Context: an optimization exercise on an open-source flow, tuned for small area, a short achievable clock period and few clock cycles per item. The choices shown serve that exercise and are no tape-out recipe. Only simulation tests tie the RTL to the original design; equivalence was not proved. Power figures rest on the tool's default switching activity, not on a simulated workload.

==> module miniRISCVpipe, before the edit <==
module miniRISCVpipe(
	input 		 clk,reset,
	input [31:0] InstrF,
	input [31:0] ReadDataM,
	output[31:0] PCF,
	output		 MemWriteM,
	output[31:0] ALUResultM,WriteDataM
);
reg [31:0] pc;
reg [31:0] aE, bE, sE;         
reg        regwE, memwE, loadE, beqE;
reg        subE, sltE, logE, andE;
reg        fAlE, fAaE, fArE, fBlE, fBaE, fBrE, fSlE, fSaE, fSrE;
reg [4:0]  rdE;
reg [31:0] aluM, wdM;
reg        memwM, regwM, loadM;
reg [4:0]  rdM;
reg [31:0] rf [1:31];
assign PCF        = pc;
assign ALUResultM = aluM;
assign WriteDataM = wdM;
assign MemWriteM  = memwM;
wire [31:0] I  = InstrF;
wire [6:0]  op = I[6:0];
wire [2:0]  f3 = I[14:12];
wire [4:0]  rs1 = I[19:15];
wire [4:0]  rs2 = I[24:20];
wire [4:0]  rd  = I[11:7];
wire isR   = (op == 7'b0110011);
wire isI   = (op == 7'b0010011);
wire isLW  = (op == 7'b0000011);
wire isSW  = (op == 7'b0100011);
wire isBEQ = (op == 7'b1100011);
wire isJAL = (op == 7'b1101111);
wire isLUI = (op == 7'b0110111);
wire isOp  = isR | isI;
wire opLog = isOp & f3[2];                   
wire opSlt = isOp & ~f3[2] & f3[1];          
wire opSub = opSlt | (isR & ~f3[2] & ~f3[1] & I[30]);
wire useA  = isOp | isLW | isSW | isBEQ;
wire useS  = isR | isSW | isBEQ;
wire [31:0] immI = {{20{I[31]}}, I[31:20]};
wire [31:0] immS = {{20{I[31]}}, I[31:25], I[11:7]};
wire [31:0] immB = {{20{I[31]}}, I[7], I[30:25], I[11:8], 1'b0};
wire [31:0] immJ = {{12{I[31]}}, I[19:12], I[20], I[30:21], 1'b0};
wire [31:0] immU = {I[31:12], 12'd0};
wire [31:0] resM = loadM ? ReadDataM : aluM;
reg [31:0] rd1, rd2;
integer k;
always @(*) begin
	rd1 = 32'd0;
	rd2 = 32'd0;
	for (k = 1; k < 32; k = k + 1) begin
		rd1 = rd1 | ({32{rs1 == k}} & rf[k]);
		rd2 = rd2 | ({32{rs2 == k}} & rf[k]);
	end
end
wire [31:0] r1 = (regwM & (rdM == rs1)) ? resM : rd1;
wire [31:0] r2 = (regwM & (rdM == rs2)) ? resM : rd2;
wire [19:0] hi  = pc[31:12];
wire [19:0] hiP = hi + 20'd1;
wire [19:0] hiM = hi - 20'd1;
wire [12:0] lo4;
Adder #(12, 4) add_lo4(.a(pc[11:0]), .b(12'd4), .cin(1'b0), .s(lo4[11:0]), .cout(lo4[12]));
wire [31:0] pc4 = {lo4[12] ? hiP : hi, lo4[11:0]};
wire [12:0] loB;
Adder #(12, 4) add_loB(.a(pc[11:0]), .b(immB[11:0]), .cin(1'b0), .s(loB[11:0]), .cout(loB[12]));
wire [19:0] hiB = (I[31] == loB[12]) ? hi : (loB[12] ? hiP : hiM);
wire [31:0] tgtB = {hiB, loB[11:0]};
wire [12:0] loJ;
Adder #(12, 4) add_loJ(.a(pc[11:0]), .b(immJ[11:0]), .cin(1'b0), .s(loJ[11:0]), .cout(loJ[12]));
wire [8:0]  midJ0, midJ1;
Adder #(8, 3) add_mJ0(.a(hi[7:0]), .b(I[19:12]), .cin(1'b0), .s(midJ0[7:0]), .cout(midJ0[8]));
Adder #(8, 3) add_mJ1(.a(hi[7:0]), .b(I[19:12]), .cin(1'b1), .s(midJ1[7:0]), .cout(midJ1[8]));
wire [11:0] top   = hi[19:8];
wire [11:0] topP  = top + 12'd1;
wire [11:0] topM  = top - 12'd1;
wire [11:0] topJ0 = (I[31] == midJ0[8]) ? top : (midJ0[8] ? topP : topM);
wire [11:0] topJ1 = (I[31] == midJ1[8]) ? top : (midJ1[8] ? topP : topM);
wire [19:0] hiJ0  = {topJ0, midJ0[7:0]};    
wire [19:0] hiJ1  = {topJ1, midJ1[7:0]};
wire [31:0] tgtJ  = {loJ[12] ? hiJ1 : hiJ0, loJ[11:0]};
wire hitA  = regwE & (rdE == rs1) & useA;
wire hitS  = regwE & (rdE == rs2) & useS;
wire stall = loadE & hitS & isR & opSub;
wire [31:0] A = ({32{fAlE}} & ReadDataM) | ({32{fAaE}} & aluM) | ({32{fArE}} & aE);
wire [31:0] B = ({32{fBlE}} & ReadDataM) | ({32{fBaE}} & (aluM ^ {32{subE}})) | ({32{fBrE}} & bE);
wire [31:0] S = ({32{fSlE}} & ReadDataM) | ({32{fSaE}} & aluM) | ({32{fSrE}} & sE);
wire [31:0] sum;
Adder #(32, 5) alu_add(.a(A), .b(B), .cin(subE), .s(sum), .cout());
wire        slt  = (A[31] ^ B[31] ^ subE) ? A[31] : sum[31];
wire [31:0] logv = andE ? (A & B) : (A | B);
wire [31:0] res  = logE ? logv : sltE ? {31'd0, slt} : sum;
wire taken = beqE & (A == S);      
wire kill = taken | stall;         
always @(posedge clk or posedge reset) begin
	if (reset) begin
		pc    <= 32'd0;
		regwE <= 1'b0;
		memwE <= 1'b0;
		loadE <= 1'b0;
		beqE  <= 1'b0;
		memwM <= 1'b0;
		regwM <= 1'b0;
	end else begin
		pc    <= taken ? bE : stall ? pc : isJAL ? tgtJ : pc4;
		regwE <= ~kill & (isOp | isLW | isJAL | isLUI) & (rd != 5'd0);
		memwE <= ~kill & isSW;
		loadE <= ~kill & isLW;
		beqE  <= ~kill & isBEQ;
		memwM <= memwE;
		regwM <= regwE;
	end
end
always @(posedge clk) begin
	aE   <= isJAL ? pc4 : isLUI ? 32'd0 : r1;
	bE   <= (isR ? r2 : isSW ? immS : isLUI ? immU : isJAL ? 32'd0 : isBEQ ? tgtB : immI) ^ {32{opSub}};
	sE   <= r2;
	subE <= opSub;
	sltE <= opSlt;
	logE <= opLog;
	andE <= f3[0];
	fAlE <= hitA & loadE;
	fAaE <= hitA & ~loadE;
	fArE <= ~hitA;
	fBlE <= hitS & isR & loadE;
	fBaE <= hitS & isR & ~loadE;
	fBrE <= ~(hitS & isR);
	fSlE <= hitS & loadE;
	fSaE <= hitS & ~loadE;
	fSrE <= ~hitS;
	rdE  <= rd;
	aluM  <= res;
	wdM   <= S;
	rdM   <= rdE;
	loadM <= loadE;
end
genvar g;
generate
	for (g = 1; g < 32; g = g + 1) begin : regs
		always @(posedge clk) begin
			if (reset | (regwM && rdM == g))
				rf[g] <= reset ? 32'd0 : resM;
		end
	end
endgenerate
endmodule
export LEC_CHECK = 0
export CAP_MARGIN = 20
export CORE_MARGIN = 2
export CORE_UTILIZATION = 35
export CTS_BUF_LIST = sky130_fd_sc_hd__clkbuf_8
export SLEW_MARGIN = 20
create_clock -name core_clock -period 10.0 [get_ports {clk}]
standard.sh (not shown) runs the stock make flow with config.mk's settings and CLKGATE_MAP_FILE= SYNTH_SCRIPT=/design/flow/synth_recipe.tcl, a recipe that flattens the netlist after the stock synthesis.
==> flow/flow/run.sh <==
#!/bin/bash
# The standard layout (standard.sh: the ORFS flow with its standard synthesis), with
# two changes to how it is made:
#  - timing repair aims for 6 ns of setup slack (a 4 ns target) instead of 0, so the
#    resizer sizes and buffers the critical paths; the clock and constraints are the standard flow's;
#  - the ports are buffered with buf_4 cells.
# make's full output goes to flow_make.log here; ORFS keeps each step's log under orfs/logs.
set -euo pipefail
bash standard.sh SETUP_SLACK_MARGIN=6 "BUFFER_PORTS_ARGS=-buffer_cell sky130_fd_sc_hd__buf_4" finish > flow_make.log 2>&1
Testbench counts at the start, summed over its fixed seeds: cycles 25,821, instret 23,956.
Then changed:
--- a/flow/design.v
+++ b/flow/design.v
@@ -115,15 +115,14 @@
 wire hitA  = regwE & (rdE == rs1) & useA;
 wire hitS  = regwE & (rdE == rs2) & useS;
-wire stall = loadE & hitS & isR & opSub;
 wire [31:0] A = ({32{fAlE}} & ReadDataM) | ({32{fAaE}} & aluM) | ({32{fArE}} & aE);
-wire [31:0] B = ({32{fBlE}} & ReadDataM) | ({32{fBaE}} & (aluM ^ {32{subE}})) | ({32{fBrE}} & bE);
+wire [31:0] B = ({32{fBlE}} & ReadDataM) | ({32{fBaE}} & aluM) | ({32{fBrE}} & bE);
 wire [31:0] S = ({32{fSlE}} & ReadDataM) | ({32{fSaE}} & aluM) | ({32{fSrE}} & sE);
 wire [31:0] sum;
-Adder #(32, 5) alu_add(.a(A), .b(B), .cin(subE), .s(sum), .cout());
-wire        slt  = (A[31] ^ B[31] ^ subE) ? A[31] : sum[31];
+Adder #(32, 5) alu_add(.a(A), .b(B ^ {32{subE}}), .cin(subE), .s(sum), .cout());
+wire        slt  = (A[31] ^ B[31]) ? A[31] : sum[31];
 wire [31:0] logv = andE ? (A & B) : (A | B);
 wire [31:0] res  = logE ? logv : sltE ? {31'd0, slt} : sum;
 wire taken = beqE & (A == S);      
-wire kill = taken | stall;         
+wire kill = taken;                 
 always @(posedge clk or posedge reset) begin
 	if (reset) begin
@@ -136,5 +135,5 @@
 		regwM <= 1'b0;
 	end else begin
-		pc    <= taken ? bE : stall ? pc : isJAL ? tgtJ : pc4;
+		pc    <= taken ? bE : isJAL ? tgtJ : pc4;
 		regwE <= ~kill & (isOp | isLW | isJAL | isLUI) & (rd != 5'd0);
 		memwE <= ~kill & isSW;
@@ -147,5 +146,5 @@
 always @(posedge clk) begin
 	aE   <= isJAL ? pc4 : isLUI ? 32'd0 : r1;
-	bE   <= (isR ? r2 : isSW ? immS : isLUI ? immU : isJAL ? 32'd0 : isBEQ ? tgtB : immI) ^ {32{opSub}};
+	bE   <= isR ? r2 : isSW ? immS : isLUI ? immU : isJAL ? 32'd0 : isBEQ ? tgtB : immI;
 	sE   <= r2;
 	subE <= opSub;
The changed run passed the timing, DRC and antenna checks. Register-to-register slack improves by 340 ps. Total power is about the same. Flip-flop and latch count is unchanged. Global-route usage decreases by 0.11 points. Count of clock-buffer cells in the layout rises by 22.
Testbench counts after the change, summed over its fixed seeds: cycles 25,821, instret 23,956.

[port drivers added, routing unchanged]
The results above use ideal ports. As a check the final layouts listed here were re-extracted and re-timed, cells and wires unchanged. Step 1: set_driving_cell puts a clkbuf_16 on clk and a buf_2 on each other input, an assumption about the parent block. Step 2 also shifts input and output timing later by t, the mid clock arrival at the registers, as if the neighbouring blocks saw the same clock. a / b / c = ideal ports / drivers / drivers and shift; a / b = the first two.
run | t (ns) | setup WS [ns] | worst slew at a driven data input, ns | cell pins on the clock port's net
the first run | 1.029 | 5.785 / 5.800 / 4.771 | 0.26 | 1
the second run | 1.075 | 5.789 / 5.815 / 4.740 | 0.16 | 1
After both steps every run listed still meets setup and hold. The setup slack of the second run, which loses most, moves by +0.026 ns with the drivers and by -1.049 ns with both steps.
